This is an optimization exercise on Yosys and OpenROAD, whose aim is small area, a short achievable clock period and few clock cycles, not a production implementation. Function was checked by simulation only, so behaviour that the tests miss may differ from the original.

[flow/config.mk]
export PLATFORM = sky130hd
export DESIGN_NAME = muldiv_unit
export DESIGN_NICKNAME = muldiv_unit
export VERILOG_FILES = /design/flow/design.v
export SDC_FILE = /design/flow/constraint.sdc
export NUM_CORES = 4
export LEC_CHECK = 0
export ABC_AREA = 1
export CAP_MARGIN = 20
export CORE_MARGIN = 2
export CORE_UTILIZATION = 50
export CTS_BUF_LIST = sky130_fd_sc_hd__clkbuf_4 sky130_fd_sc_hd__clkbuf_8
export SLEW_MARGIN = 20
[flow/constraint.sdc]
create_clock -name core_clock -period 150.0 [get_ports {clk_i}]
set_input_delay 30.0000 -clock core_clock [delete_from_list [all_inputs] [get_ports {clk_i}]]
set_output_delay 30.0000 -clock core_clock [all_outputs]
set_load 0.01 [all_outputs]
[flow/design.v]
module muldiv_unit (
    input  logic        clk_i,
    input  logic        rst_n_i,
    input  logic        start_i,
    input  logic [31:0] operand_a_i,
    input  logic [31:0] operand_b_i,
    input  logic [2:0]  muldiv_op_i,
    output logic [31:0] result_o,
    output logic        busy_o,
    output logic        done_o
);
    localparam int K  = 4;                  
    localparam int DW = 33 + K;             
    localparam int NC = (32 + K) / K;       
    localparam int CW = 4;                  
    localparam int EW = 3;                  
    function automatic logic [32:0] add33(input logic [32:0] a,
                                          input logic [32:0] b,
                                          input logic        cin);
        logic [32:0] g, p, gg, pp;
        logic [32:0] c;
        g  = a & b;
        p  = a ^ b;
        gg = g;
        pp = p;
        gg[0] = g[0] | (p[0] & cin);
        for (int d = 1; d < 33; d = d * 2)
            for (int i = 2 * d - 1; i < 33; i = i + 2 * d) begin
                gg[i] = gg[i] | (pp[i] & gg[i-d]);
                pp[i] = pp[i] & pp[i-d];
            end
        for (int d = 16; d >= 1; d = d / 2)
            for (int i = 3 * d - 1; i < 33; i = i + 2 * d) begin
                gg[i] = gg[i] | (pp[i] & gg[i-d]);
                pp[i] = pp[i] & pp[i-d];
            end
        c[0] = cin;
        for (int i = 1; i < 33; i++) c[i] = gg[i-1];
        add33 = p ^ c;
    endfunction
    logic          busy_q, done_q, first_q, fix_q, negc_q;
    logic          mul_q, sgn_q, rem_q;
    logic          neg_q, prev_q, rs_q;
    logic [CW-1:0] cnt_q;
    logic [31:0]   x_q;       
    logic [31:0]   y_q;       
    logic [31:0]   z_q;       
    logic        sa, sb, bz, az, nz, pa, pb;
    logic [31:0] am, bm;
    logic [4:0]  ma, mb, la, lb;
    logic signed [5:0] df;
    logic [5:0]  du;
    logic [CW-1:0] c0;
    logic [EW-1:0] e0;
    assign sa    = sgn_q & x_q[31];
    assign sb    = sgn_q & y_q[31];
    assign bz    = (y_q[31:0] == 32'd0);
    assign az    = (x_q == 32'd0);
    assign am = sa ? ~x_q : x_q;
    assign bm = sb ? ~y_q[31:0] : y_q[31:0];
    assign pa = sa && (am != 32'd0) && (((am >> 1) & ~am) == 32'd0);
    assign pb = sb && (bm != 32'd0) && (((bm >> 1) & ~bm) == 32'd0);
    always_comb begin
        ma = 5'd0;
        mb = 5'd0;
        for (int i = 0; i < 32; i++) begin
            if (am[i]) ma = 5'(i);
            if (bm[i]) mb = 5'(i);
        end
    end
    assign la = ma + 5'(pa);
    assign lb = mb + 5'(pb);
    assign df = $signed({1'b0, la}) - $signed({1'b0, lb});
    assign du = {1'b0, df[4:0]} + 6'(sa);
    assign nz = az || df[5];
    always_comb begin
        c0 = CW'(1);
        e0 = EW'(K) - EW'(sa);
        if (bz) begin
            e0 = EW'(K - 1) - EW'(sa);
        end else if (!nz) begin
            c0 = CW'(du / K) + CW'(1);
            e0 = EW'(K - 1) - EW'(du % K);
        end
    end
    logic [CW-1:0] rc;
    logic [DW-1:0] dv;
    assign rc = first_q ? c0 : cnt_q;
    always_comb begin
        dv = '0;
        for (int c = 1; c <= NC; c++)
            if (rc == CW'(c))
                dv = DW'($signed({sb, y_q})) << (c * K - 1);
    end
    logic [32:0]   s   [0:K];
    logic [K-1:0]  qb;
    logic [2*K:0]  ybits;
    assign ybits = {y_q[2*K-1:0], prev_q};
    always_comb begin
        logic [31:0] xs;
        logic [32:0] dj, ab;
        logic        one, two, inv, skip;
        if ((first_q && (mul_q || sa)) || negc_q) s[0] = 33'd0;
        else if (mul_q)                           s[0] = {1'b0, z_q};
        else                                      s[0] = {rs_q & ~first_q, x_q};
        for (int j = 0; j < K; j++) begin
            xs   = x_q << (2 * j);
            dj   = 33'($signed(dv) >>> j);
            skip = (first_q && EW'(j) >= EW'(sa) && EW'(j) < e0 + EW'(sa)) ||
                   (negc_q && j > 0) || (fix_q && j < K - 1);
            one  = 1'b0;
            two  = 1'b0;
            if (j == 0 && !mul_q && ((first_q && sa) || negc_q)) begin
                one = 1'b1;
                inv = (sa & ~nz) | negc_q;
                ab  = {sa, x_q};
            end else if (mul_q) begin
                one = ybits[2*j+1] ^ ybits[2*j];
                two = (ybits[2*j+2] & ~ybits[2*j+1] & ~ybits[2*j]) |
                      (~ybits[2*j+2] & ybits[2*j+1] & ybits[2*j]);
                inv = ybits[2*j+2];
                ab  = {1'b0, ({32{one}} & xs) | ({32{two}} & (xs << 1))};
            end else begin
                inv = ~skip & ~(s[j][32] ^ sb);
                ab  = {33{~skip}} & dj;
            end
            s[j+1]    = add33(s[j], ab ^ {33{inv}}, inv);
            qb[K-1-j] = ~skip & ~s[j+1][32] & ~(j == 0 && first_q && sa);
        end
    end
    logic [31:0] qn, sel;
    logic        last, fin, mterm, negn, rfix;
    logic [31:0] ynext;
    assign qn    = (z_q << K) | 32'(qb);
    assign sel   = rem_q ? s[K][31:0] : qn;
    assign negn  = first_q ? (sgn_q & ~nz & (rem_q ? sa : (sa ^ sb))) | (bz & ~rem_q)
                           : neg_q;
    assign last  = (rc == CW'(1));
    assign fin   = fix_q | last;
    assign rfix  = rem_q & ~fix_q & s[K][32] & ~(first_q & nz);
    assign ynext = $signed(y_q[31:0]) >>> (2 * K);
    assign mterm = (ynext == {32{y_q[2*K-1]}});
    logic idle_q, ld_q;
    logic idle_d, busy_d, done_d, first_d, fix_d, negc_d;
    always_comb begin
        idle_d  = idle_q;
        busy_d  = busy_q;
        done_d  = done_q;
        first_d = first_q;
        fix_d   = fix_q;
        negc_d  = negc_q;
        if (idle_q) begin
            if (start_i) begin
                idle_d  = 1'b0;
                busy_d  = (muldiv_op_i <= 3'd4);
                done_d  = (muldiv_op_i >  3'd4);
                first_d = 1'b1;
            end
        end else if (!ld_q) begin
            first_d = 1'b0;
            if (negc_q) begin
                negc_d = 1'b0;
                busy_d = 1'b0;
                done_d = 1'b1;
            end else if (mul_q) begin
                if (mterm) begin
                    busy_d = 1'b0;
                    done_d = 1'b1;
                end
            end else if (fin) begin
                fix_d = rfix;
                if (!rfix) begin
                    if (negn) negc_d = 1'b1;
                    else begin
                        busy_d = 1'b0;
                        done_d = 1'b1;
                    end
                end
            end
        end else begin
            done_d = 1'b0;
            idle_d = 1'b1;
        end
    end
    always_ff @(posedge clk_i or negedge rst_n_i) begin
        if (!rst_n_i) begin
            idle_q  <= 1'b1;
            ld_q    <= 1'b1;
            busy_q  <= 1'b0;
            done_q  <= 1'b0;
            first_q <= 1'b0;
            fix_q   <= 1'b0;
            negc_q  <= 1'b0;
        end else begin
            idle_q  <= idle_d;
            ld_q    <= !busy_d;
            busy_q  <= busy_d;
            done_q  <= done_d;
            first_q <= first_d;
            fix_q   <= fix_d;
            negc_q  <= negc_d;
        end
    end
    always_ff @(posedge clk_i) begin
        if (ld_q) begin
            x_q <= operand_a_i;
            y_q <= operand_b_i;
            z_q <= 32'd0;
        end else if (mul_q) begin
            x_q <= x_q << (2 * K);
            y_q <= ynext;
            z_q <= s[K][31:0];
        end else begin
            x_q <= (fin && !rfix && negn && !rem_q) ? qn : s[K][31:0];
            if (negc_q || (fin && !rfix && !negn && rem_q))
                z_q <= s[K][31:0];
            else
                z_q <= qn;
        end
    end
    always_ff @(posedge clk_i) begin
        if (ld_q) begin
            prev_q <= 1'b0;
            rs_q   <= 1'b0;
            mul_q  <= (muldiv_op_i == 3'd0);
            sgn_q  <= (muldiv_op_i == 3'd1) || (muldiv_op_i == 3'd3);
            rem_q  <= (muldiv_op_i == 3'd3) || (muldiv_op_i == 3'd4);
        end else begin
            prev_q <= y_q[2*K-1];
            rs_q   <= s[K][32] | (fin & rfix);
            neg_q  <= negn;
            cnt_q  <= (fin && rfix) ? CW'(1) : (rc - CW'(1));
        end
    end
    assign busy_o   = busy_q;
    assign done_o   = done_q;
    assign result_o = z_q;
endmodule
[flow/flow/run.sh]
#!/bin/bash
set -euo pipefail
bash standard.sh finish "BUFFER_PORTS_ARGS=-buffer_cell sky130_fd_sc_hd__buf_1" > standard.log 2>&1
[flow/standard.sh]
#!/bin/bash
# synth_recipe.tcl (not shown) runs the flow's synth.tcl, then flattens the netlist and writes it again
# the make line also repeats each setting of config.mk as NAME=value (left out here)
make -C /OpenROAD-flow-scripts/flow DESIGN_CONFIG=/design/flow/config.mk WORK_HOME=/design/flow/orfs CLKGATE_MAP_FILE= SYNTH_SCRIPT=/design/flow/synth_recipe.tcl "${@:-finish}"
==> results of run 1 <==
## through the flow
step,instances,worst slack (ns),util [%]
after floorplan,2869,119.37,-
after global placement,3364,119.20,52.2
after detailed placement,3364,119.19,52.2
after CTS,3396,118.81,53.4
after global routing,3396,118.79,53.4
final,3396,118.85,53.4
## worst paths after layout
kind | start | to | depth (start not counted)
worst min register to register | done_q | done_q | 2
min in group asynchronous | rst_n_i | fix_q | 1
worst max-delay path | z_q[9] | result_o[9] | 1
worst max register to register | sgn_q | x_q[31] | 123
worst min-delay path | done_q | done_q | 2
max in group asynchronous | rst_n_i | idle_q | 1
## kinds of logic (layout without fill, tap and decap cells)
kind of cell	after synthesis	in the layout	synth area share [%]
xor gates and xnor gates	261	261	12.1
AOI/OAI and AO/OA	755	755	24.4
DFF	113	113	14.3
and+or+nand+nor	965	965	21.7
adders and majority gates	200	200	15.7
buffers and inverters	575	591	11.8
## layout make-up
cell class	instances	area (um^2)	share of cell area, %
Clock inverter	13	184	0.919
Inverter	426	1600	8.01
Multi-Input combinational cell	2181	14000	70.0
Timing Repair Buffer	133	624	3.12
Clock buffer	19	255	1.28
Sequential cell	113	2700	13.5
Tap cell	511	639	3.20
## sequential cells by signal, indices dropped and copies added (netlist names), 4 cells and up
signal and cells:
y_q 32, cnt_q 4, x_q 32, z_q 32
## cells in the mapped netlist (18+ instances only)
cell,instances
ha_1,138
o21bai_1,24
inv_1,401
nand3_1,112
nand2_2,18
clkbuf_1,102
o211ai_1,45
nand4_1,18
buf_1,21
xor2_1,137
o22ai_1,68
dfxtp_1,66
nor2_1,245
xnor2_1,123
edfxtp_1,40
o221ai_1,59
nor3_1,35
nand2_1,498
a22oi_1,22
clkinv_1,18
fa_1,62
o21ai_0,291
o21a_1,35
a31oi_1,31
a21oi_1,107
## metal layers
metal | routed length, um | vias to the layer above | global-route usage (%) | share of wire, %
met2 | 31500 | 1161 | 56.3 | 41
met1 | 33300 | 9746 | 56.5 | 43
met3 | 9620 | 125 | 9.83 | 13
met5 | 0 | - | 0 | 0
li1 | - | 9596 | - | -
met4 | 2240 | 0 | 12.1 | 2.9
==> run summary, run 1 <==
status complete, no violations; Ys Warns 2; critical path type reg2out; vias per cell 6.07; final setup fails 0; worst skew pair latency approximately 0.53 ns; post_cts resized 0; share of the synthesized area in the top cell type about a tenth; CTS tree built; vias ~21,000; WHS 0.492 ns; r2r setup slk 125.27 ns; first-pass GRT wire length 115,000 um; Design Area, Final approximately 20,000 um^2; RSZ-0062 raised after global routing false; Cell Chain, Critical Path buf_1; Die Ht ~200 um; largest net degree at the start of global routing 151; delay-heaviest family, CP flip-flops; Max stage delay on crit path 0.44 ns; number of port buffers slightly above 100; CP max stage cell dfxtp_1; cell taking the most area after synthesis nand2_1; Cell Area, Synth 18,900 um^2; Tmin final 31.15 ns; Setup TNS 0 ns; clk_skew 0.0172 ns; CTS buffer count 17; DPL Wire Length 58,100 um; num ports between 100 and 150; asr flop ratio synth 6.19%; global route overflow 0; average cell area after synthesis approximately 6.6 um^2; final hold vios 0; root buf cell clkbuf_8; row count 71; Worst Max-Slew Pin Slew 0.999 ns; Critical Path RT between 100 and 150 ns; Synth area leaders nand2_1 (9.9%), ha_1 (9.1%), inv_1 (8.0%), o21ai_0 (7.7%), dfxtp_1 (7.0%); EDFF count, synth 40; layout cells sized above 1 4.23%; crit start category flip-flop; Die X 198 um; drt wl/cell between 20 and 25 um; H-tree Lvls 4; ys flop type dfxtp_1; Final Wtd Congestion 0.987; most frequent cells in the layout nand2_1 (497), inv_1 (401), o21ai_0 (287); CTS Buffer Depth 2; commonest non-fill, non-tap cell in the layout nand2_1; # DRC 0; filler instances 3,982; Starting Density 50.4%; Layout area overhead 5.79%; sequential share of the synthesized area 14.3%; syn nets about 3,100; die area 39,400 um^2; Max Clock Freq roughly 32 MHz; first drt pass iteration count 6; Critical path buffers and inverters 1; Tcrit/Tclk final 20.8%; synth unique cells 60; Total GRT Usage 39.0%; total core area 37,500 um^2; #FFs+latches synth ~110; Final Max Tran Viols 0; cts hold-fix bufs 0; Clock transition at path regs around 0.08 ns; Post-DP Area between 15,000 and 20,000 um^2; Max-cap violations 0; Hold Crit Class reg2reg; vias in the first global route 18,800; antenna violations before repair 0; crit end category output port; ANT nets after route 0; final WL 76,600 um; CTS sink count 113; Antenna diodes 0; peak fanout along the critical path 4; Post-Synthesis Cells 2,869; Max-slew headroom 33.2%; Post-CTS Setup Repair Bufs 0; final layout net count 3,142; crit path DAT ~1.2 ns; Initial DRC Count 2,566
Testbench counts, summed over its fixed seeds: cycles 73,970.
==> run 2, diff against run 1 <==
--- a/flow/config.mk
+++ b/flow/config.mk
@@ -8,6 +8,6 @@
 export ABC_AREA = 1
 export CAP_MARGIN = 20
 export CORE_MARGIN = 2
-export CORE_UTILIZATION = 50
-export CTS_BUF_LIST = sky130_fd_sc_hd__clkbuf_4 sky130_fd_sc_hd__clkbuf_8
+export CORE_UTILIZATION = 60
+export CTS_BUF_LIST = sky130_fd_sc_hd__clkbuf_8
 export SLEW_MARGIN = 20
==> run 2 against run 1 <==
Compared with the run above:
- via count is 2.3% higher
- area after synthesis stayed put
- highest routed layer is now met5
- largest cell class unchanged
- worst hold slack better by 0.027 ns
==> run summary, run 2 <==
cell taking the most area after synthesis nand2_1; Critical Path RT 120.00 ns (about the same); largest net degree at the start of global routing 101 (-33%); global route overflow 0 (unchanged); CTS Buffer Depth 2 (unchanged); peak fanout along the critical path 4 (unchanged); vias in the first global route 19,400 (+3.1%); register area 2700 um^2 (unchanged); worst skew pair latency 0.51 ns (-0.02 ns); CTS buffer count 17 (unchanged); antenna violations before repair 3 (+3); most frequent cells in the layout nand2_1 (497), inv_1 (401), o21ai_0 (288); most used routing layer met2; Final Max Tran Viols 0 (unchanged); Worst Reg2Reg Path Length in Cells 116 (-5.7%); final setup fails 0 (unchanged); delay-heaviest family, CP flip-flops; M3 GR Usage 13.7% (+3.9 points); WHS 0.518 ns (+0.0269 ns); crit start category flip-flop; Post-CTS Setup Repair Bufs 0 (unchanged); asr flop ratio synth 6.19% (unchanged); cell with the most instances after synthesis nand2_1; crit end category output port; Worst Max-Slew Pin Slew 1.32 ns (+0.316 ns); Ys Warns 2 (unchanged); Max-slew headroom 11.4% (-22 points); synth unique cells 60 (unchanged); Tcrit/Tclk final 20.8% (about the same); ys flop type dfxtp_1; RSZ-0062 raised after global routing false; Clock transition at path regs 0.08 ns (about the same); filler instances 3,028 (-24%); layout cells sized above 1 4.10% (-0.13 points); syn nets 3,139 (unchanged); final hold vios 0 (unchanged); vias per cell 6.42 (+5.8%); Max Clock Freq 32.1 MHz (about the same); DP Worst Slack 119.20 ns (+0.00500 ns); Synth area leaders nand2_1 (9.9%), ha_1 (9.1%), inv_1 (8.0%), o21ai_0 (7.7%), dfxtp_1 (7.0%); most instantiated cells after synthesis nand2_1 (498), inv_1 (401), o21ai_0 (291); number of port buffers 103 (unchanged); Die Ht 182 um (-8.5%); Max-cap violations 0 (unchanged); met1 usage 59.8% (+3.3 points); biggest regs x_q (32), y_q (32), z_q (32); first-pass GRT wire length 111,000 um (-3.7%); drt wl/cell 22.1 um (-2.1%); Cell Chain, Critical Path buf_1; Initial DRC Count 2,865 (+12%); sequential share of the synthesized area 14.3% (unchanged); routing usage on met2 63.4% (+7.1 points); Setup TNS 0 ns (unchanged); Post-Synthesis Cells 2,869 (unchanged); share of the synthesized area in the top cell type 9.89% (unchanged); final layout net count 3,138 (-0.13%); EDFF count, synth 40 (unchanged); Die X 182 um (-8.5%); final WL 72,500 um (-5.3%); critical path type reg2out; clk_skew 0.0223 ns (+0.00506 ns); Max stage delay on crit path 0.44 ns (about the same); Multi-input gate area 14,000 um^2 (unchanged); first drt pass iteration count 7 (+1); worst setup margin 118.87 ns (+0.0200 ns); #FFs+latches synth 113 (unchanged); post-route insts no fill 3,284 (-3.3%); DPL Wire Length 54,800 um (-5.7%); # DRC 0 (unchanged); Cells after DPL 3,251 (-3.4%); Total GRT Usage 43.7% (+4.7 points); Cell Area, Synth 18,900 um^2 (unchanged); ANT nets after route 0 (unchanged); Levels on crit path 1 (unchanged); Tmin final 31.13 ns (-0.0200 ns); row count 65 (-8.5%); CTS tree built; cts hold-fix bufs 0 (unchanged); total core area 31,300 um^2 (-16%); CP max stage cell dfxtp_1; num ports 104 (unchanged); status complete, no violations; Layout area overhead 4.65%; average cell area after synthesis 6.59 um^2 (unchanged); hold path cells 2 (unchanged); root buf cell clkbuf_8; Hold Crit Class reg2reg; post_cts resized 0 (unchanged); commonest non-fill, non-tap cell in the layout nand2_1; crit path DAT 1.13 ns (-0.02 ns); vias 21,100 (+2.3%); Starting Density 60.4% (+10 points); H-tree Lvls 4 (unchanged); die area 32,900 um^2 (-16%); CTS sink count 113 (unchanged); Final Wtd Congestion 1.03 (+4.4%); Critical path buffers and inverters 1 (unchanged)
-- run 2: cell counts after synthesis --
No cell type changed its count.
-- run 2: cell type report --
class / count / area share, %
Clock buffer: 18 / 1.25
Sequential cell: 113 / 13.7
Tap cell: 402 / 2.54
Clock inverter: 14 / 0.765
Inverter: 426 / 8.10
Multi-Input combinational cell: 2181 / 70.7
Antenna cell: 1 / 0.0126
Timing Repair Buffer: 129 / 2.94
-- run 2: worst paths after layout --
kind	startpoint	to	slack, ns
max	z_q[13]	result_o[13]	118.87
min	z_q[2]	z_q[6]	0.52
max reg2reg	sgn_q	x_q[31]	124.66
min reg2reg	z_q[2]	z_q[6]	0.52
max in group asynchronous	rst_n_i	idle_q	120.33
min in group asynchronous	rst_n_i	fix_q	29.35
-- run 2: per-layer routing --
layer	wire [um]	part of all wire, %
met2	29500	41
met4	3320	4.6
met3	10600	15
met1	29100	40
met5	25	0.034
-- run 2: per-stage QoR --
step	instance area, um^2	util, %
after floorplan	18900	-
after global placement	19400	61.9
after detailed placement	19400	61.9
after CTS	19800	63.2
after global routing	19800	63.2
final	19800	63.2
-- run 2: cells by family after synthesis --
family,share of synthesized area (%)
and+or+nand+nor,21.7
AOI/OAI and AO/OA,24.4
adders and majority gates,15.7
xor gates and xnor gates,12.1
DFF,14.3
buffers and inverters,11.8
==> run 3, diff against run 2 <==
--- a/flow/config.mk
+++ b/flow/config.mk
@@ -8,6 +8,6 @@
 export ABC_AREA = 1
 export CAP_MARGIN = 20
 export CORE_MARGIN = 2
-export CORE_UTILIZATION = 60
+export CORE_UTILIZATION = 66
 export CTS_BUF_LIST = sky130_fd_sc_hd__clkbuf_8
 export SLEW_MARGIN = 20
==> run 3 against run 2 <==
Compared with the run above:
- count of clock-buffer cells in the layout decreased by 1
- area after synthesis unchanged
- clock skew decreased by 0.0058 ns
- final area decreased by 0.18%
- synthesized cell count unchanged
- non-clock buffer count decreased by 3
- critical path type unchanged
==> run summary, run 3 <==
status complete, no violations; post_cts resized 0 (unchanged); RSZ-0062 raised after global routing false; CP max stage cell dfxtp_1; Worst Max-Slew Pin Slew 1.15 ns (-0.165 ns); antenna violations before repair 3 (unchanged); layout cells sized above 1 3.93% (-0.17 points); largest net degree at the start of global routing 156 (+54%); #FFs+latches synth 113 (unchanged); Tcrit/Tclk final 20.7% (about the same); Starting Density 67.5% (+7.1 points); first-pass GRT wire length 109,000 um (-1.5%); CTS sink count 113 (unchanged); Max-cap violations 0 (unchanged); Post-Synthesis Cells 2,869 (unchanged); worst skew pair latency 0.50 ns (about the same); root buf cell clkbuf_8; final layout net count 3,135 (-0.096%); asr flop ratio synth 6.19% (unchanged); number of port buffers 103 (unchanged); first drt pass iteration count 8 (+1); most frequent cells in the layout nand2_1 (497), inv_1 (403), o21ai_0 (287); num ports 104 (unchanged); cts hold-fix bufs 0 (unchanged); Layout area overhead 4.46%; Setup TNS 0 ns (unchanged); commonest non-fill, non-tap cell in the layout nand2_1; # DRC 0 (unchanged); Hold Crit Class reg2reg; cell with the most instances after synthesis nand2_1; Die Ht 173 um (-4.6%); Tmin final 31.12 ns (-0.0110 ns); Total GRT Usage 46.3% (+2.6 points); Post-DP Area 19,300 um^2 (-0.21%); delay-heaviest family, CP flip-flops; vias per cell 6.54 (+1.9%); Cell Area, Synth 18,900 um^2 (unchanged); ANT nets after route 0 (unchanged); Synth area leaders nand2_1 (9.9%), ha_1 (9.1%), inv_1 (8.0%), o21ai_0 (7.7%), dfxtp_1 (7.0%); Clock transition at path regs 0.08 ns (about the same); clk_skew 0.0165 ns (-0.00584 ns); Cell Chain, Critical Path buf_1; final hold vios 0 (unchanged); CTS buffer count 17 (unchanged); ys flop type dfxtp_1; DPL Wire Length 53,000 um (-3.3%); final setup fails 0 (unchanged); Die X 173 um (-4.6%); most instantiated cells after synthesis nand2_1 (498), inv_1 (401), o21ai_0 (291); CTS tree built; peak fanout along the critical path 4 (unchanged); average cell area after synthesis 6.59 um^2 (unchanged); syn nets 3,139 (unchanged); Ys Warns 2 (unchanged); synth unique cells 60 (unchanged); Final Wtd Congestion 1.09 (+5.4%); crit end category output port; drt wl/cell 21.6 um (-2.0%); biggest regs x_q (32), y_q (32), z_q (32); Max-slew headroom 23.1% (+12 points); crit path DAT 1.12 ns (about the same); critical path type reg2out; CTS Buffer Depth 2 (unchanged); vias 21,300 (+1.1%); Max stage delay on crit path 0.44 ns (about the same); share of the synthesized area in the top cell type 9.89% (unchanged); row count 61 (-6.2%); final WL 70,500 um (-2.8%); Critical Path RT 120.00 ns (about the same); Max Clock Freq 32.1 MHz (about the same); Design Area, Final 19,800 um^2 (-0.18%); WHS 0.518 ns (-0.000577 ns); Initial DRC Count 3,689 (+29%); global route overflow 0 (unchanged); Final Max Tran Viols 0 (unchanged); Post-CTS Setup Repair Bufs 0 (unchanged); Critical path buffers and inverters 1 (unchanged); H-tree Lvls 4 (unchanged); crit start category flip-flop; die area 30,000 um^2 (-8.9%); total core area 28,000 um^2 (-11%); EDFF count, synth 40 (unchanged); vias in the first global route 19,700 (+1.6%); cell taking the most area after synthesis nand2_1; sequential share of the synthesized area 14.3% (unchanged)
run 3: cell types whose count changed in the layout (fill, tap and decap cells not counted):
cell | previous run | this run
o21ai_0 | 288 | 287
clkinv_2 | 3 | 4
clkbuf_8 | 18 | 17
buf_4 | 26 | 22
o21ai_1 | 16 | 17
buf_12 | 0 | 1
inv_6 | 5 | 2
inv_1 | 401 | 403
bufinv_16 | 2 | 3
diode_2 | 1 | 2
run 3: final timing paths:
check / to / start / cells past startpoint / slack (ns)
min in group asynchronous: done_q / rst_n_i / 1 / 29.39
worst min register to register: done_q / done_q / 2 / 0.52
worst max-delay path: result_o[13] / z_q[13] / 1 / 118.88
max in group asynchronous: idle_q / rst_n_i / 1 / 120.29
worst max register to register: x_q[13] / sgn_q / 117 / 125.02
worst min-delay path: done_q / done_q / 2 / 0.52
run 3: final cells by class:
cell class,count,area [um^2]
Inverter,426,1600
Clock inverter,15,168
Antenna cell,2,5.00
Tap cell,378,473
Fill cell,2482,8260
Clock buffer,17,234
Timing Repair Buffer,126,572
Multi-Input combinational cell,2181,14000
Sequential cell,113,2700
run 3: metrics by stage:
stage | util (%) | cells | setup slack (ns)
final | 70.5 | 3258 | 118.88
after floorplan | - | 2869 | 119.37
after global placement | 69.1 | 3224 | 119.21
after global routing | 70.5 | 3256 | 118.86
after detailed placement | 69.1 | 3224 | 119.19
after CTS | 70.5 | 3256 | 118.88
run 3: cell families after synthesis:
| kind of cell | Yosys count | synth area share, % |
|---|---|---|
| AO/OA/AOI/OAI | 755 | 24.4 |
| flip-flops | 113 | 14.3 |
| buffers and inverters | 575 | 11.8 |
| AND/OR/NAND/NOR | 965 | 21.7 |
| adder cells (fa/ha/maj) | 200 | 15.7 |
| XOR/XNOR | 261 | 12.1 |
run 3: per-layer routing:
layer	routed length [um]	GRT usage (%)
met3	11800	16.6
met5	13	0
met4	3890	21.1
met2	28100	66.8
met1	26800	61.7
==> run 4, diff against run 3 <==
--- a/flow/design.v
+++ b/flow/design.v
@@ -45,19 +45,19 @@
     logic [31:0]   x_q;       
     logic [31:0]   y_q;       
     logic [31:0]   z_q;       
-    logic        sa, sb, bz, az, nz, pa, pb;
+    logic        sa, sb, wb, bz, nz, pa, pb;
     logic [31:0] am, bm;
     logic [4:0]  ma, mb, la, lb;
     logic signed [5:0] df;
     logic [5:0]  du;
-    logic [CW-1:0] c0;
+    logic [CW-1:0] c0, cm;
     logic [EW-1:0] e0;
     assign sa    = sgn_q & x_q[31];
     assign sb    = sgn_q & y_q[31];
+    assign wb    = (sgn_q | mul_q) & y_q[31];
     assign bz    = (y_q[31:0] == 32'd0);
-    assign az    = (x_q == 32'd0);
     assign am = sa ? ~x_q : x_q;
-    assign bm = sb ? ~y_q[31:0] : y_q[31:0];
+    assign bm = wb ? ~y_q[31:0] : y_q[31:0];
     assign pa = sa && (am != 32'd0) && (((am >> 1) & ~am) == 32'd0);
     assign pb = sb && (bm != 32'd0) && (((bm >> 1) & ~bm) == 32'd0);
     always_comb begin
@@ -72,7 +72,8 @@
     assign lb = mb + 5'(pb);
     assign df = $signed({1'b0, la}) - $signed({1'b0, lb});
     assign du = {1'b0, df[4:0]} + 6'(sa);
-    assign nz = az || df[5];
+    assign nz = df[5];
+    assign cm = CW'((mb + 5'd1) / (2 * K)) + CW'(1);
     always_comb begin
         c0 = CW'(1);
         e0 = EW'(K) - EW'(sa);
@@ -85,7 +86,7 @@
     end
     logic [CW-1:0] rc;
     logic [DW-1:0] dv;
-    assign rc = first_q ? c0 : cnt_q;
+    assign rc = first_q ? (mul_q ? cm : c0) : cnt_q;
     always_comb begin
         dv = '0;
         for (int c = 1; c <= NC; c++)
@@ -129,7 +130,7 @@
         end
     end
     logic [31:0] qn, sel;
-    logic        last, fin, mterm, negn, rfix;
+    logic        last, fin, negn, rfix;
     logic [31:0] ynext;
     assign qn    = (z_q << K) | 32'(qb);
     assign sel   = rem_q ? s[K][31:0] : qn;
@@ -139,7 +140,6 @@
     assign fin   = fix_q | last;
     assign rfix  = rem_q & ~fix_q & s[K][32] & ~(first_q & nz);
     assign ynext = $signed(y_q[31:0]) >>> (2 * K);
-    assign mterm = (ynext == {32{y_q[2*K-1]}});
     logic idle_q, ld_q;
     logic idle_d, busy_d, done_d, first_d, fix_d, negc_d;
     always_comb begin
@@ -163,7 +163,7 @@
                 busy_d = 1'b0;
                 done_d = 1'b1;
             end else if (mul_q) begin
-                if (mterm) begin
+                if (last) begin
                     busy_d = 1'b0;
                     done_d = 1'b1;
                 end
--- a/flow/config.mk
+++ b/flow/config.mk
@@ -9,5 +9,5 @@
 export CAP_MARGIN = 20
 export CORE_MARGIN = 2
 export CORE_UTILIZATION = 66
-export CTS_BUF_LIST = sky130_fd_sc_hd__clkbuf_8
+export CTS_BUF_LIST = sky130_fd_sc_hd__clkbuf_8 sky130_fd_sc_hd__clkbuf_16
 export SLEW_MARGIN = 20
==> run 4 against run 3 <==
Compared with the run above:
- non-clock buffer count rose by 11
- routed wire length rose by 0.40%
- worst hold slack barely moved
- register-to-register slack got worse by 2.7 ns
- via count fell by 0.41%
- critical endpoint is now result_o[25]
==> run summary, run 4 <==
status complete, no violations; EDFF count, synth 40 (unchanged); global route overflow 0 (unchanged); Clock transition at path regs 0.06 ns (-0.02 ns); Cell Chain, Critical Path buf_1; synth unique cells 54 (-10%); final hold vios 0 (unchanged); worst setup margin 118.95 ns (+0.0670 ns); final setup fails 0 (unchanged); Tcrit/Tclk final 20.7% (-0.045 points); Critical path buffers and inverters 1 (unchanged); RSZ-0062 raised after global routing false; average cell area after synthesis 6.64 um^2 (+0.79%); delay-heaviest family, CP flip-flops; Max Clock Freq 32.2 MHz (+0.22%); crit start category flip-flop; commonest non-fill, non-tap cell in the layout nand2_1; Max-cap violations 0 (unchanged); Critical Path RT 120.00 ns (about the same); first drt pass iteration count 9 (+1); Layout area overhead 6.15%; ANT nets after route 0 (unchanged); Die Ht 172 um (-0.70%); cts hold-fix bufs 0 (unchanged); total core area 27,800 um^2 (-0.82%); post_cts resized 0 (unchanged); Starting Density 67.1% (-0.41 points); sequential share of the synthesized area 14.5% (+0.21 points); layout cells sized above 1 4.95% (+1.0 points); largest net degree at the start of global routing 85 (-46%); most frequent cells in the layout nand2_1 (483), inv_1 (375), o21ai_0 (279); syn nets 3,077 (-2.0%); root buf cell clkbuf_16; final WL 70,800 um (+0.40%); Synth area leaders nand2_1 (9.7%), ha_1 (9.3%), o21ai_0 (7.6%), inv_1 (7.6%), dfxtp_1 (7.1%); Final Max Tran Viols 0 (unchanged); critical path type reg2out; share of the synthesized area in the top cell type 9.75% (-0.14 points); Post-CTS Setup Repair Bufs 0 (unchanged); first-pass GRT wire length 108,000 um (-0.83%); filler instances 2,462 (-0.81%); Multi-input gate area 13,800 um^2 (-1.7%); Initial DRC Count 3,503 (-5.0%); H-tree Lvls 4 (unchanged); worst skew pair latency 0.45 ns (-0.05 ns); CP max stage cell dfxtp_1; crit end category output port; CTS buffer count 17 (unchanged); #FFs+latches synth 113 (unchanged); Final Wtd Congestion 1.05 (-3.1%); asr flop ratio synth 6.19% (unchanged); antenna violations before repair 1 (-2); Total GRT Usage 47.8% (+1.6 points); Post-Synthesis Cells 2,806 (-2.2%); DPL Wire Length 52,900 um (-0.18%); DP Worst Slack 119.22 ns (+0.0280 ns); most instantiated cells after synthesis nand2_1 (484), inv_1 (376), o21ai_0 (282); CTS Buffer Depth 2 (unchanged); CTS tree built; r2r setup slk 122.32 ns (-2.70 ns); WHS 0.518 ns (+0.000405 ns); vias 21,200 (-0.41%); Tmin final 31.05 ns (-0.0670 ns); row count 61 (unchanged); cell with the most instances after synthesis nand2_1; biggest regs x_q (32), y_q (32), z_q (32); num ports 104 (unchanged); register area 2700 um^2 (unchanged); clk_skew 0.0146 ns (-0.00183 ns); Max-slew headroom 23.9% (+0.86 points); Worst Max-Slew Pin Slew 1.14 ns (-0.00989 ns); peak fanout along the critical path 3 (-1); Hold Crit Class reg2reg; vias in the first global route 19,700 (-0.35%); CTS sink count 113 (unchanged); cell taking the most area after synthesis nand2_1; Cells after DPL 3,173 (-1.6%); drt wl/cell 22.1 um (+2.0%); Cell Area, Synth 18,600 um^2 (-1.4%); Setup TNS 0 ns (unchanged); # DRC 0 (unchanged); ys flop type dfxtp_1; vias per cell 6.62 (+1.2%); Max stage delay on crit path 0.40 ns (-0.04 ns); Ys Warns 2 (unchanged); post-route insts no fill 3,206 (-1.6%); final layout net count 3,086 (-1.6%); Die X 172 um (-0.70%); die area 29,600 um^2 (-1.4%); crit path DAT 1.05 ns (-0.07 ns); number of port buffers 103 (unchanged)
==> run 4: changes by cell type after synthesis, sizes merged, moves of 8 or more <==
cell / delta
o221ai: +23
nand3: +24
nor3: -11
a21oi: +21
o21bai: -19
o21ai: -24
a221oi: +8
o211ai: -16
nand2: -22
nor2: -48
==> run 4: final timing paths <==
kind / from / end / cells after the start
max reg2reg: mul_q / z_q[8] / 136
max in group asynchronous: rst_n_i / ld_q / 1
min: z_q[20] / z_q[24] / 2
max: z_q[25] / result_o[25] / 1
min reg2reg: z_q[20] / z_q[24] / 2
min in group asynchronous: rst_n_i / first_q / 1
==> run 4: per-layer routing <==
metal | GRT usage (%) | part of all wire [%]
met1 | 62.3 | 38
met3 | 16.2 | 15
met4 | 23.7 | 5.0
met5 | 0 | 0
met2 | 70.7 | 42
==> run 4: logic make-up (layout without fill, tap and decap cells) <==
kind of cell / after synthesis / after routing / synth area share, %
simple gates: 915 / 915 / 20.9
compound gates: 742 / 742 / 24.5
buf+inv: 573 / 594 / 11.9
xor+xnor: 262 / 262 / 12.3
fa+ha+maj: 201 / 201 / 16.0
flops: 113 / 113 / 14.5
other cells: 0 / 1 / 0
==> run 4: layout make-up <==
type	count	area share [%]
diodes	1	0.0126
clock buffers	22	2.61
clock inverters	9	0.468
inverters	426	8.09
multi-input cells	2120	69.5
flip-flops and latches	113	13.7
well taps	378	2.39
repair buffers	137	3.26
==> run 4: stage by stage <==
stage	instance area [um^2]	util, %
floorplan	18600	-
global placement	19200	69.0
detailed placement	19200	69.0
CTS	19800	71.2
global route	19800	71.2
finish	19800	71.2
Testbench counts of run 4, summed over its fixed seeds: cycles 73,972.
==> run 5, diff against run 4 <==
--- a/flow/config.mk
+++ b/flow/config.mk
@@ -9,5 +9,5 @@
 export CAP_MARGIN = 20
 export CORE_MARGIN = 2
 export CORE_UTILIZATION = 66
-export CTS_BUF_LIST = sky130_fd_sc_hd__clkbuf_8 sky130_fd_sc_hd__clkbuf_16
+export CTS_BUF_LIST = sky130_fd_sc_hd__clkbuf_8
 export SLEW_MARGIN = 20
==> run 5 against run 4 <==
Compared with the run above:
- count of clock-buffer cells in the layout down 2
- non-clock buffer count unchanged
- synthesized cell count unchanged
- critical path depth unchanged
- final area down 0.93%
- sequential share of layout area up 0.13 points
- largest cell class unchanged
- die area unchanged
- still clean on timing, DRC and antenna
- routed wire length down 0.95%
- critical path type unchanged
- core utilization down 0.66 points
- global-route usage down 0.53 points
- worst hold slack better by 0.0019 ns
==> run summary, run 5 <==
Antenna diodes 0 (-1); vias 21,100 (-0.58%); largest net degree at the start of global routing 85 (unchanged); #FFs+latches synth 113 (unchanged); delay-heaviest family, CP flip-flops; DPL Wire Length 52,900 um (unchanged); Post-Synthesis Cells 2,806 (unchanged); post_cts resized 0 (unchanged); crit path DAT 1.11 ns (+0.06 ns); Max stage delay on crit path 0.42 ns (+0.02 ns); first drt pass iteration count 7 (-2); Post-DP Area 19,200 um^2 (unchanged); status complete, no violations; Cell Chain, Critical Path buf_1; cell with the most instances after synthesis nand2_1; Post-Synth XOR/XNOR Area 12.3% (unchanged); total core area 27,800 um^2 (unchanged); cell taking the most area after synthesis nand2_1; Worst Max-Slew Pin Slew 1.16 ns (+0.0176 ns); clk_skew 0.0214 ns (+0.00677 ns); root buf cell clkbuf_8; num ports 104 (unchanged); asr flop ratio synth 6.19% (unchanged); row count 61 (unchanged); average cell area after synthesis 6.64 um^2 (unchanged); Critical path buffers and inverters 1 (unchanged); Tmin final 31.11 ns (+0.0570 ns); most frequent cells in the layout nand2_1 (483), inv_1 (375), o21ai_0 (279); number of port buffers 103 (unchanged); Setup TNS 0 ns (unchanged); syn nets 3,077 (unchanged); Hold Crit Class reg2reg; CTS buffer count 17 (unchanged); Max Clock Freq 32.1 MHz (-0.18%); final WL 70,100 um (-0.95%); vias per cell 6.59 (-0.55%); CTS Buffer Depth 2 (unchanged); Ys Warns 2 (unchanged); largest family of logic cells by synthesized area compound AO/OA/AOI/OAI gates; layout cells sized above 1 4.95% (unchanged); share of the synthesized area in the top cell type 9.75% (unchanged); Die Ht 172 um (unchanged); ys flop type dfxtp_1; vias in the first global route 19,500 (-0.98%); Max-slew headroom 22.7% (-1.2 points); cts hold-fix bufs 0 (unchanged); CTS tree built; Cells after DPL 3,173 (unchanged); sequential share of the synthesized area 14.5% (unchanged); first-pass GRT wire length 107,000 um (-1.1%); Clock transition at path regs 0.08 ns (+0.02 ns); worst skew pair latency 0.51 ns (+0.06 ns); Synth area leaders nand2_1 (9.7%), ha_1 (9.3%), o21ai_0 (7.6%), inv_1 (7.6%), dfxtp_1 (7.1%); synth unique cells 54 (unchanged); most instantiated cells after synthesis nand2_1 (484), inv_1 (376), o21ai_0 (282); Compound-Gate Fraction of Synth Area 24.5% (unchanged); H-tree Lvls 4 (unchanged); post-synthesis mux area share 0% (unchanged); antenna violations before repair 0 (-1); commonest non-fill, non-tap cell in the layout nand2_1; final hold vios 0 (unchanged); ANT nets after route 0 (unchanged); Max-cap violations 0 (unchanged); Total GRT Usage 47.3% (-0.53 points); Final Max Tran Viols 0 (unchanged); Final Wtd Congestion 1.05 (unchanged); # DRC 0 (unchanged); EDFF count, synth 40 (unchanged); final layout net count 3,086 (unchanged); RSZ-0062 raised after global routing false; Starting Density 67.1% (unchanged); biggest regs x_q (32), y_q (32), z_q (32); Tcrit/Tclk final 20.7% (+0.038 points); drt wl/cell 21.9 um (-0.92%); Post-Synth Simple-Gate Area 20.9% (unchanged); Design Area, Final 19,600 um^2 (-0.93%); CTS sink count 113 (unchanged); global route overflow 0 (unchanged); Initial DRC Count 3,543 (+1.1%); Layout area overhead 5.16%; peak fanout along the critical path 4 (+1); Post-CTS Setup Repair Bufs 0 (unchanged); Die X 172 um (unchanged); Critical Path RT 120.00 ns (about the same); adder-cell area share of the yosys netlist 16.0% (unchanged); crit start category flip-flop; critical path type reg2out; Cell Area, Synth 18,600 um^2 (unchanged); post-route insts no fill 3,205 (-0.031%); die area 29,600 um^2 (unchanged); crit end category output port; final setup fails 0 (unchanged); r2r setup slk 122.59 ns (+0.27 ns); CP max stage cell dfxtp_1
## run 5: cell counts after synthesis
No cell type changed its count.
## run 5: worst paths after layout
kind / start / depth (start not counted) / to
min reg2reg: z_q[12] / 2 / z_q[16]
max in group asynchronous: rst_n_i / 1 / ld_q
min in group asynchronous: rst_n_i / 1 / first_q
max: z_q[14] / 1 / result_o[14]
max reg2reg: mul_q / 134 / z_q[6]
min: z_q[12] / 2 / z_q[16]
## run 5: stage by stage
| stage | setup WS (ns) | hold WS, ns | utilization, % |
|---|---|---|---|
| final | 118.89 | 0.520 | 70.6 |
| after global placement | 119.25 | 0.498 | 69.0 |
| after global routing | 118.83 | 0.545 | 70.6 |
| after floorplan | 119.46 | 0.489 | - |
| after CTS | 118.89 | 0.523 | 70.5 |
| after detailed placement | 119.22 | 0.511 | 69.0 |
## run 5: layout make-up
cell class	instances	area (um^2)
fillers	2508	8180
repair buffers	137	646
flip-flops and latches	113	2700
inverters	426	1600
multi-input cells	2120	13800
clock buffers	20	275
well taps	378	473
clock inverters	11	153
## run 5: kinds of logic (layout without fill, tap and decap cells)
kind of cell             Yosys count  count (layout)
flip-flops                       113             113
AND/OR/NAND/NOR                  915             915
AO/OA/AOI/OAI                    742             742
XOR/XNOR                         262             262
adder cells (fa/ha/maj)          201             201
buffers and inverters            573             594
## run 5: per-layer routing
| metal | up-vias | global-route usage, % | part of all wire [%] |
|---|---|---|---|
| met5 | - | 0 | 0 |
| met4 | 0 | 23.3 | 5.3 |
| met3 | 312 | 15.3 | 15 |
| met2 | 1648 | 70.2 | 42 |
| met1 | 9690 | 61.8 | 38 |
| li1 | 9462 | - | - |
==> run 6, diff against run 5 <==
--- a/flow/design.v
+++ b/flow/design.v
@@ -45,7 +45,7 @@
     logic [31:0]   x_q;       
     logic [31:0]   y_q;       
     logic [31:0]   z_q;       
-    logic        sa, sb, wb, bz, nz, pa, pb;
+    logic        sa, sb, wb, bz, nz, pa;
     logic [31:0] am, bm;
     logic [4:0]  ma, mb, la, lb;
     logic signed [5:0] df;
@@ -59,7 +59,6 @@
     assign am = sa ? ~x_q : x_q;
     assign bm = wb ? ~y_q[31:0] : y_q[31:0];
     assign pa = sa && (am != 32'd0) && (((am >> 1) & ~am) == 32'd0);
-    assign pb = sb && (bm != 32'd0) && (((bm >> 1) & ~bm) == 32'd0);
     always_comb begin
         ma = 5'd0;
         mb = 5'd0;
@@ -69,7 +68,7 @@
         end
     end
     assign la = ma + 5'(pa);
-    assign lb = mb + 5'(pb);
+    assign lb = mb;
     assign df = $signed({1'b0, la}) - $signed({1'b0, lb});
     assign du = {1'b0, df[4:0]} + 6'(sa);
     assign nz = df[5];
--- a/flow/config.mk
+++ b/flow/config.mk
@@ -10,4 +10,6 @@
 export CORE_MARGIN = 2
 export CORE_UTILIZATION = 66
 export CTS_BUF_LIST = sky130_fd_sc_hd__clkbuf_8
+export CTS_CLUSTER_DIAMETER = 80
+export CTS_CLUSTER_SIZE = 40
 export SLEW_MARGIN = 20
==> run 6 against run 5 <==
Compared with the run above:
- worst hold slack got worse by 0.026 ns
- synthesized cell count fell by 3.0%
- final cell count fell by 2.6%
- core utilization fell by 0.67 points
- count of clock-buffer cells in the layout fell by 2
- area after synthesis fell by 1.2%
==> run summary, run 6 <==
Synth area leaders ha_1 (9.3%), nand2_1 (8.8%), inv_1 (7.4%), o21ai_0 (7.3%), dfxtp_1 (7.2%); post-synthesis mux area share 0% (unchanged); final setup fails 0 (unchanged); worst skew pair latency 0.48 ns (-0.03 ns); critical path capture point result_o[20]; final WL 68,600 um (-2.1%); Critical Path RT 120.00 ns (about the same); cts hold-fix bufs 0 (unchanged); crit end category output port; Tmin final 31.14 ns (+0.0270 ns); Cell Area, Synth 18,400 um^2 (-1.2%); Worst Reg2Reg Path Length in Cells 136 (+1.5%); Finished Core Util 69.9% (-0.67 points); Final Wtd Congestion 1.03 (-1.8%); WHS 0.494 ns (-0.0264 ns); CTS buffer count 17 (unchanged); CTS Buffer Depth 2 (unchanged); Post-Synth XOR/XNOR Area 12.2% (-0.14 points); synth unique cells 60 (+11%); Cell Chain, Critical Path buf_1; Starting Density 66.7% (-0.44 points); Hold Crit Class reg2reg; final layout net count 3,000 (-2.8%); share of the synthesized area in the top cell type 9.31% (-0.44 points); CTS tree built; most frequent cells in the layout nand2_1 (433), inv_1 (360), o21ai_0 (266); #FFs+latches synth 113 (unchanged); delay-heaviest family, CP flip-flops; Setup TNS 0 ns (unchanged); EDFF count, synth 40 (unchanged); Post-CTS Setup Repair Bufs 0 (unchanged); first-pass GRT wire length 104,000 um (-2.6%); first drt pass iteration count 10 (+3); syn nets 2,992 (-2.8%); Layout area overhead 4.86%; sequential share of the synthesized area 14.7% (+0.18 points); commonest non-fill, non-tap cell in the layout nand2_1; DPL Wire Length 51,400 um (-2.9%); Ys Warns 2 (unchanged); ys flop type dfxtp_1; average cell area after synthesis 6.76 um^2 (+1.8%); Compound-Gate Fraction of Synth Area 25.3% (+0.86 points); Antenna diodes 0 (unchanged); Initial DRC Count 3,362 (-5.1%); Max-slew headroom 30.0% (+7.2 points); vias in the first global route 19,000 (-2.6%); Clock transition at path regs 0.10 ns (+0.02 ns); Post-Synthesis Cells 2,723 (-3.0%); die area 29,300 um^2 (-1.2%); drt wl/cell 22.0 um (+0.46%); Final Max Tran Viols 0 (unchanged); Total GRT Usage 46.5% (-0.77 points); # DRC 0 (unchanged); global route overflow 0 (unchanged); Max Clock Freq 32.1 MHz (about the same); RSZ-0062 raised after global routing false; cell taking the most area after synthesis ha_1; number of port buffers 103 (unchanged); biggest regs x_q (32), y_q (32), z_q (32); Critical Path Source z_q[20]; Levels on crit path 1 (unchanged); adder-cell area share of the yosys netlist 16.0% (+0.059 points); final hold vios 0 (unchanged); largest family of logic cells by synthesized area compound AO/OA/AOI/OAI gates; ANT nets after route 0 (unchanged); cell with the most instances after synthesis nand2_1; status complete, no violations; num ports 104 (unchanged); root buf cell clkbuf_8; Tcrit/Tclk final 20.8% (about the same); critical path type reg2out; most instantiated cells after synthesis nand2_1 (434), inv_1 (361), o21ai_0 (269); Reg2Reg Launch Point sgn_q; CTS sink count 113 (unchanged); H-tree Lvls 4 (unchanged); total core area 27,600 um^2 (-0.55%); asr flop ratio synth 6.19% (unchanged); row count 61 (unchanged); vias 20,400 (-3.2%); Max stage delay on crit path 0.47 ns (+0.05 ns); terminus of the critical flop-to-flop path x_q[13]; post_cts resized 0 (unchanged); Post-Synth Simple-Gate Area 20.1% (-0.74 points); crit start category flip-flop; antenna violations before repair 0 (unchanged); Die X 171 um (-0.59%); largest net degree at the start of global routing 112 (+32%); vias per cell 6.55 (-0.61%); layout cells sized above 1 5.21% (+0.26 points); Critical path buffers and inverters 1 (unchanged); Worst Max-Slew Pin Slew 1.05 ns (-0.108 ns); crit path DAT 1.14 ns (+0.03 ns); r2r setup slk 122.86 ns (+0.27 ns); Max-cap violations 0 (unchanged); clk_skew 0.0258 ns (+0.00443 ns); peak fanout along the critical path 4 (unchanged); Die Ht 171 um (-0.59%); CP max stage cell dfxtp_1
run 6: cell count changes in the layout (fill, tap and decap cells not counted), moves of 11 or more:
cell	before	now
nor2_1	190	214
o21ai_0	279	266
o21ai_1	2	17
nand2_1	483	433
o221ai_1	82	93
o211ai_1	29	18
nand3_1	137	104
o21bai_1	5	27
inv_1	375	360
o22ai_1	62	49
a21oi_1	128	115
run 6: logic make-up (layout without fill, tap and decap cells):
kind of cell | after synthesis | count (layout)
xor gates and xnor gates | 256 | 256
and+or+nand+nor | 861 | 861
DFF | 113 | 113
AOI/OAI and AO/OA | 746 | 746
buffers and inverters | 548 | 569
adders and majority gates | 199 | 199
run 6: layout make-up:
class                           instances  area, um^2
Multi-Input combinational cell       2062       13600
Fill cell                            2461        8320
Sequential cell                       113        2700
Inverter                              406        1530
Timing Repair Buffer                  131         604
Tap cell                              378         473
Clock buffer                           18         248
Clock inverter                         14         144
run 6: worst min-delay path: stages (launching register included):
cell and delay [ns]:
dfrtp_1 0.36, nand2_1 0.06, nand2_1 0.05
run 6: how the worst min path moves through the flow:
| stage | from | cells past startpoint | end | slack [ns] |
|---|---|---|---|---|
| after floorplan | x_q[5] | 2 | x_q[13] | 0.49 |
| after global placement | done_q | 2 | done_q | 0.46 |
| after detailed placement | done_q | 2 | done_q | 0.48 |
| after CTS | done_q | 2 | done_q | 0.50 |
| after global routing | done_q | 2 | done_q | 0.54 |
| final | done_q | 2 | done_q | 0.49 |
run 6: per-stage QoR:
step           setup slack (ns)  instance area (um^2)  instances
6_report                 118.86                 19300       3122
5_1_grt                  118.80                 19300       3122
2_1_floorplan            119.35                 18400       2723
3_5_place_dp             119.02                 18900       3090
3_3_place_gp             119.09                 18900       3089
4_1_cts                  118.89                 19300       3122
run 6: routing by layer:
layer	global-route usage, %	share of wire [%]
met3	14.4	16
met4	23.9	5.5
met1	61.8	38
met2	67.7	41
met5	0	0
Testbench counts of run 6, summed over its fixed seeds: cycles 73,981.
==> run 7, diff against run 6 <==
--- a/flow/config.mk
+++ b/flow/config.mk
@@ -10,6 +10,4 @@
 export CORE_MARGIN = 2
 export CORE_UTILIZATION = 66
 export CTS_BUF_LIST = sky130_fd_sc_hd__clkbuf_8
-export CTS_CLUSTER_DIAMETER = 80
-export CTS_CLUSTER_SIZE = 40
 export SLEW_MARGIN = 20
==> run 7 against run 6 <==
Compared with the run above:
- still clean on timing, DRC and antenna
- routed wire length is the same
- area after synthesis is the same
- synthesized cell count is the same
- maximum frequency is the same
- worst hold slack is the same
- critical path depth is the same
- final area is the same
- non-clock buffer count is the same
- global-route usage is the same
- sequential cell count is the same
- critical path type unchanged
- largest cell class unchanged
==> run summary, run 7 <==
DPL Wire Length 51,400 um (unchanged); Tmin final 31.14 ns (unchanged); Design Area, Final 19,300 um^2 (unchanged); vias 20,400 (unchanged); Worst Max-Slew Pin Slew 1.05 ns (unchanged); Levels on crit path 1 (unchanged); crit start category flip-flop; row count 61 (unchanged); drt wl/cell 22.0 um (unchanged); CTS Buffer Depth 2 (unchanged); final layout net count 3,000 (unchanged); ANT nets after route 0 (unchanged); Total GRT Usage 46.5% (unchanged); terminus of the critical flop-to-flop path x_q[13]; r2r setup slk 122.86 ns (about the same); average cell area after synthesis 6.76 um^2 (unchanged); Tcrit/Tclk final 20.8% (unchanged); Antenna diodes 0 (unchanged); global route overflow 0 (unchanged); EDFF count, synth 40 (unchanged); vias per cell 6.55 (unchanged); largest net degree at the start of global routing 112 (unchanged); CTS sink count 113 (unchanged); share of the synthesized area in the top cell type 9.31% (unchanged); Clock transition at path regs 0.10 ns (about the same); Post-CTS Setup Repair Bufs 0 (unchanged); asr flop ratio synth 6.19% (unchanged); final setup fails 0 (unchanged); Layout area overhead 4.86% (unchanged); M3 GR Usage 14.4% (unchanged); routing usage on met2 67.7% (unchanged); met1 usage 61.8% (unchanged); Critical Path Source z_q[20]; num ports 104 (unchanged); vias in the first global route 19,000 (unchanged); cts hold-fix bufs 0 (unchanged); Ys Warns 2 (unchanged); Hold Crit Class reg2reg; total core area 27,600 um^2 (unchanged); post_cts resized 0 (unchanged); syn nets 2,992 (unchanged); H-tree Lvls 4 (unchanged); #FFs+latches synth 113 (unchanged); biggest regs x_q (32), y_q (32), z_q (32); synth unique cells 60 (unchanged); Post-Synthesis Cells 2,723 (unchanged); RSZ-0062 raised after global routing false; Max stage delay on crit path 0.47 ns (about the same); Die X 171 um (unchanged); commonest non-fill, non-tap cell in the layout nand2_1; Critical path buffers and inverters 1 (unchanged); Final Max Tran Viols 0 (unchanged); CP max stage cell dfxtp_1; critical path type reg2out; crit end category output port; die area 29,300 um^2 (unchanged); Critical Path RT 120.00 ns (about the same); delay-heaviest family, CP flip-flops; root buf cell clkbuf_8; number of port buffers 103 (unchanged); sequential share of the synthesized area 14.7% (unchanged); worst setup margin 118.86 ns (unchanged); WHS 0.494 ns (unchanged); antenna violations before repair 0 (unchanged); ys flop type dfxtp_1; Cell Area, Synth 18,400 um^2 (unchanged); Max-cap violations 0 (unchanged); Initial DRC Count 3,362 (unchanged); Reg2Reg Launch Point sgn_q; final hold vios 0 (unchanged); Max Clock Freq 32.1 MHz (unchanged); most frequent cells in the layout nand2_1 (433), inv_1 (360), o21ai_0 (266); CTS tree built; peak fanout along the critical path 4 (unchanged); layout cells sized above 1 5.21% (unchanged); DP Worst Slack 119.02 ns (unchanged); # DRC 0 (unchanged); Post-DP Area 18,900 um^2 (unchanged); CTS buffer count 17 (unchanged); most used routing layer met2; Synth area leaders ha_1 (9.3%), nand2_1 (8.8%), inv_1 (7.4%), o21ai_0 (7.3%), dfxtp_1 (7.2%); Die Ht 171 um (unchanged); critical path capture point result_o[20]; Worst Reg2Reg Path Length in Cells 136 (unchanged); cell with the most instances after synthesis nand2_1; crit path DAT 1.14 ns (about the same); most instantiated cells after synthesis nand2_1 (434), inv_1 (361), o21ai_0 (269); Cell Chain, Critical Path buf_1; worst skew pair latency 0.48 ns (about the same); first drt pass iteration count 10 (unchanged); first-pass GRT wire length 104,000 um (unchanged); Max-slew headroom 30.0% (unchanged); Starting Density 66.7% (unchanged); Final Wtd Congestion 1.03 (unchanged); final WL 68,600 um (unchanged); status complete, no violations; Setup TNS 0 ns (unchanged); cell taking the most area after synthesis ha_1; clk_skew 0.0258 ns (unchanged)
-- run 7: metrics by stage --
step | cells | util, %
after floorplan | 2723 | -
after global placement | 3089 | 68.4
after detailed placement | 3090 | 68.5
after CTS | 3122 | 69.9
after global routing | 3122 | 69.9
final | 3122 | 69.9
-- run 7: cells by family after synthesis --
logic type | Yosys count | share of synthesized area, %
and+or+nand+nor | 861 | 20.1
AOI/OAI and AO/OA | 746 | 25.3
buffers and inverters | 548 | 11.6
xor gates and xnor gates | 256 | 12.2
adders and majority gates | 199 | 16.0
DFF | 113 | 14.7
-- run 7: layer usage --
layer  wire length [um]  up-vias
li1                   -     9202
met1              26200     9360
met2              27800     1565
met3              10800      313
met4               3800        0
met5                  0        -
-- run 7: tightest hold or removal path, stage by stage, from the launching register on --
cell and delay, ns:
dfrtp_1 0.36, nand2_1 0.06, nand2_1 0.05
-- run 7: area by class of cell --
cell class	instances	area [um^2]
Clock inverter	14	144
Multi-Input combinational cell	2062	13600
Timing Repair Buffer	131	604
Inverter	406	1530
Fill cell	2461	8320
Clock buffer	18	248
Sequential cell	113	2700
Tap cell	378	473
-- run 7: how the worst min path moves through the flow --
stage / cells past startpoint / from / end / slack [ns]
floorplan: 2 / x_q[5] / x_q[13] / 0.49
detailed placement: 2 / done_q / done_q / 0.48
CTS: 2 / done_q / done_q / 0.50
global placement: 2 / done_q / done_q / 0.46
finish: 2 / done_q / done_q / 0.49
global route: 2 / done_q / done_q / 0.54
==> run 8, diff against run 7 <==
--- a/flow/config.mk
+++ b/flow/config.mk
@@ -6,8 +6,8 @@
 export NUM_CORES = 4
 export LEC_CHECK = 0
 export ABC_AREA = 1
-export CAP_MARGIN = 20
+export CAP_MARGIN = 0
 export CORE_MARGIN = 2
 export CORE_UTILIZATION = 66
 export CTS_BUF_LIST = sky130_fd_sc_hd__clkbuf_8
-export SLEW_MARGIN = 20
+export SLEW_MARGIN = 0
==> run 8 against run 7 <==
Compared with the run above:
- final area is essentially flat
- worst hold slack lost 0.0057 ns
- register-to-register slack gained 0.02 ns
- die area is the same
- maximum frequency shrank 0.23%
- clock skew is essentially flat
- sequential share of layout area is essentially flat
- final cell count is the same
==> run summary, run 8 <==
status complete, no violations; Design Area, Final 19,300 um^2 (about the same); number of port buffers 103 (unchanged); crit end category output port; terminus of the critical flop-to-flop path x_q[13]; Compound-Gate Fraction of Synth Area 25.3% (unchanged); Clock transition at path regs 0.10 ns (about the same); Worst Max-Slew Pin Slew 1.22 ns (+0.169 ns); asr flop ratio synth 6.19% (unchanged); row count 61 (unchanged); cts hold-fix bufs 0 (unchanged); Critical Path RT 120.00 ns (about the same); Setup TNS 0 ns (unchanged); vias in the first global route 19,000 (+0.011%); vias per cell 6.54 (about the same); crit start category flip-flop; synth unique cells 60 (unchanged); peak fanout along the critical path 4 (unchanged); CTS buffer count 17 (unchanged); EDFF count, synth 40 (unchanged); biggest regs x_q (32), y_q (32), z_q (32); first-pass GRT wire length 104,000 um (-0.30%); total core area 27,600 um^2 (unchanged); cell taking the most area after synthesis ha_1; Tmin final 31.21 ns (+0.0720 ns); r2r setup slk 122.88 ns (+0.02 ns); die area 29,300 um^2 (unchanged); post-route insts no fill 3,122 (unchanged); most instantiated cells after synthesis nand2_1 (434), inv_1 (361), o21ai_0 (269); Final Max Tran Viols 0 (unchanged); Max Clock Freq 32.0 MHz (-0.23%); Post-Synthesis Cells 2,723 (unchanged); post_cts resized 0 (unchanged); # DRC 0 (unchanged); antenna violations before repair 1 (+1); final layout net count 2,999 (-0.033%); DPL Wire Length 51,400 um (about the same); layout cells sized above 1 5.14% (-0.071 points); Multi-input gate area 13,600 um^2 (about the same); RSZ-0062 raised after global routing false; final hold vios 0 (unchanged); Cell Chain, Critical Path buf_1; Max-slew headroom 17.9% (-12 points); average cell area after synthesis 6.76 um^2 (unchanged); Ys Warns 2 (unchanged); commonest non-fill, non-tap cell in the layout nand2_1; CTS Buffer Depth 2 (unchanged); delay-heaviest family, CP flip-flops; hold_sp done_q; drt wl/cell 21.8 um (-0.66%); Layout area overhead 4.76% (about the same); first drt pass iteration count 7 (-3); adder-cell area share of the yosys netlist 16.0% (unchanged); hold path cells 2 (unchanged); Tcrit/Tclk final 20.8% (+0.048 points); final WL 68,200 um (-0.66%); crit path DAT 1.21 ns (+0.07 ns); global route overflow 0 (unchanged); ANT nets after route 0 (unchanged); Reg2Reg Launch Point sgn_q; Synth area leaders ha_1 (9.3%), nand2_1 (8.8%), inv_1 (7.4%), o21ai_0 (7.3%), dfxtp_1 (7.2%); syn nets 2,992 (unchanged); Post-Synth XOR/XNOR Area 12.2% (unchanged); root buf cell clkbuf_8; vias 20,400 (-0.083%); Max stage delay on crit path 0.53 ns (+0.06 ns); Critical path buffers and inverters 1 (unchanged); worst skew pair latency 0.49 ns (about the same); Post-DP Area 18,900 um^2 (about the same); post-synthesis mux area share 0% (unchanged); Die Ht 171 um (unchanged); Worst Reg2Reg Path Length in Cells 135 (-0.74%); Die X 171 um (unchanged); #FFs+latches synth 113 (unchanged); cell with the most instances after synthesis nand2_1; ys flop type dfxtp_1; Total GRT Usage 46.4% (-0.11 points); share of the synthesized area in the top cell type 9.31% (unchanged); Max-cap violations 0 (unchanged); CTS sink count 113 (unchanged); largest net degree at the start of global routing 112 (unchanged); Hold Crit Class reg2reg; Final Wtd Congestion 1.03 (unchanged); CP max stage cell dfxtp_1; Cell Area, Synth 18,400 um^2 (unchanged); filler instances 2,538 (+3.1%); Cells after DPL 3,089 (-0.032%); sequential share of the synthesized area 14.7% (unchanged); CTS tree built; Post-Synth Simple-Gate Area 20.1% (unchanged); most frequent cells in the layout nand2_1 (433), inv_1 (360), o21ai_0 (267); critical path type reg2out; H-tree Lvls 4 (unchanged); Initial DRC Count 3,041 (-9.5%); Post-CTS Setup Repair Bufs 0 (unchanged); largest family of logic cells by synthesized area compound AO/OA/AOI/OAI gates; final setup fails 0 (unchanged); clk_skew 0.0262 ns (+0.000352 ns); Hold EP done_q; Starting Density 66.7% (unchanged); num ports 104 (unchanged); register area 2700 um^2 (unchanged)
## run 8: cell counts after synthesis
Identical to the previous run, type by type.
## run 8: kinds of logic after synthesis
group	Yosys count
and+or+nand+nor	861
DFF	113
xor gates and xnor gates	256
AOI/OAI and AO/OA	746
adders and majority gates	199
buffers and inverters	548
## run 8: worst max-delay path by stage
stage | from | cells past startpoint | end | slack, ns
2_1_floorplan | muldiv_op_i[0] | 6 | ld_q | 119.35
3_3_place_gp | muldiv_op_i[0] | 7 | ld_q | 119.09
3_5_place_dp | muldiv_op_i[0] | 7 | ld_q | 119.02
4_1_cts | z_q[20] | 1 | result_o[20] | 118.88
5_1_grt | z_q[22] | 1 | result_o[22] | 118.78
6_report | z_q[22] | 1 | result_o[22] | 118.79
## run 8: tightest hold or removal path, delay by kind of cell (launching register included)
kind	cells	cell delay [ns]
flip-flops	1	0.35
AND/OR/NAND/NOR	2	0.11
## run 8: cell type report
type	instances	share of cell area, %
inverter	406	7.92
multi-input combinational	2062	70.5
clock inverter	14	0.746
sequential	113	14.0
antenna	1	0.0130
timing repair buffer	130	3.05
tap	378	2.45
clock buffer	18	1.28
## run 8: routing by layer
metal	global-route usage [%]	vias up	part of all wire, %
met5	0	-	0
met4	23.9	0	5.7
met3	15.7	316	15
met2	67.7	1527	41
met1	60.7	9390	38
li1	-	9190	-
## run 8: through the flow
step	setup slack [ns]	hold WS, ns	util, %
CTS	118.88	0.491	69.8
detailed placement	119.02	0.468	68.4
global route	118.78	0.529	69.8
finish	118.79	0.488	69.8
global placement	119.09	0.463	68.4
floorplan	119.35	0.489	-

-- afterwards: timing with drivers on the ports --
The results above use ideal ports. As a check the final layouts listed here were re-extracted and re-timed, cells and wires unchanged. Step 1 assumes that a clkbuf_16 drives the clock port and a buf_2 every other input. Step 2 times the ports against the registers' clock, not the clock port: input delays grow and output delays shrink by t, the midpoint of the rising clock arrivals with the driver on. a / b / c = no drivers / after step 1 / after step 2; a / b = the first two.
run | t, ns | setup slack, ns | worst setup path after step 2 | slew at the worst register clock pin (ns)
run 1 | 0.579 | 118.850 / 118.794 / 119.174 | input to register | 0.09 / 0.09
run 2 | 0.555 | 118.870 / 118.818 / 119.190 | input to register | 0.09 / 0.09
run 3 | 0.542 | 118.881 / 118.828 / 119.182 | input to register | 0.08 / 0.08
run 4 | 0.500 | 118.948 / 118.894 / 119.202 | input to register | 0.07 / 0.07
run 5 | 0.550 | 118.891 / 118.840 / 119.217 | input to register | 0.09 / 0.09
run 6 | 0.519 | 118.864 / 118.816 / 119.034 | input to register | 0.10 / 0.10
run 7 | 0.519 | 118.864 / 118.816 / 119.034 | input to register | 0.10 / 0.10
run 8 | 0.531 | 118.792 / 118.740 / 119.058 | input to register | 0.10 / 0.10
After both steps setup and hold are still met in every run listed.
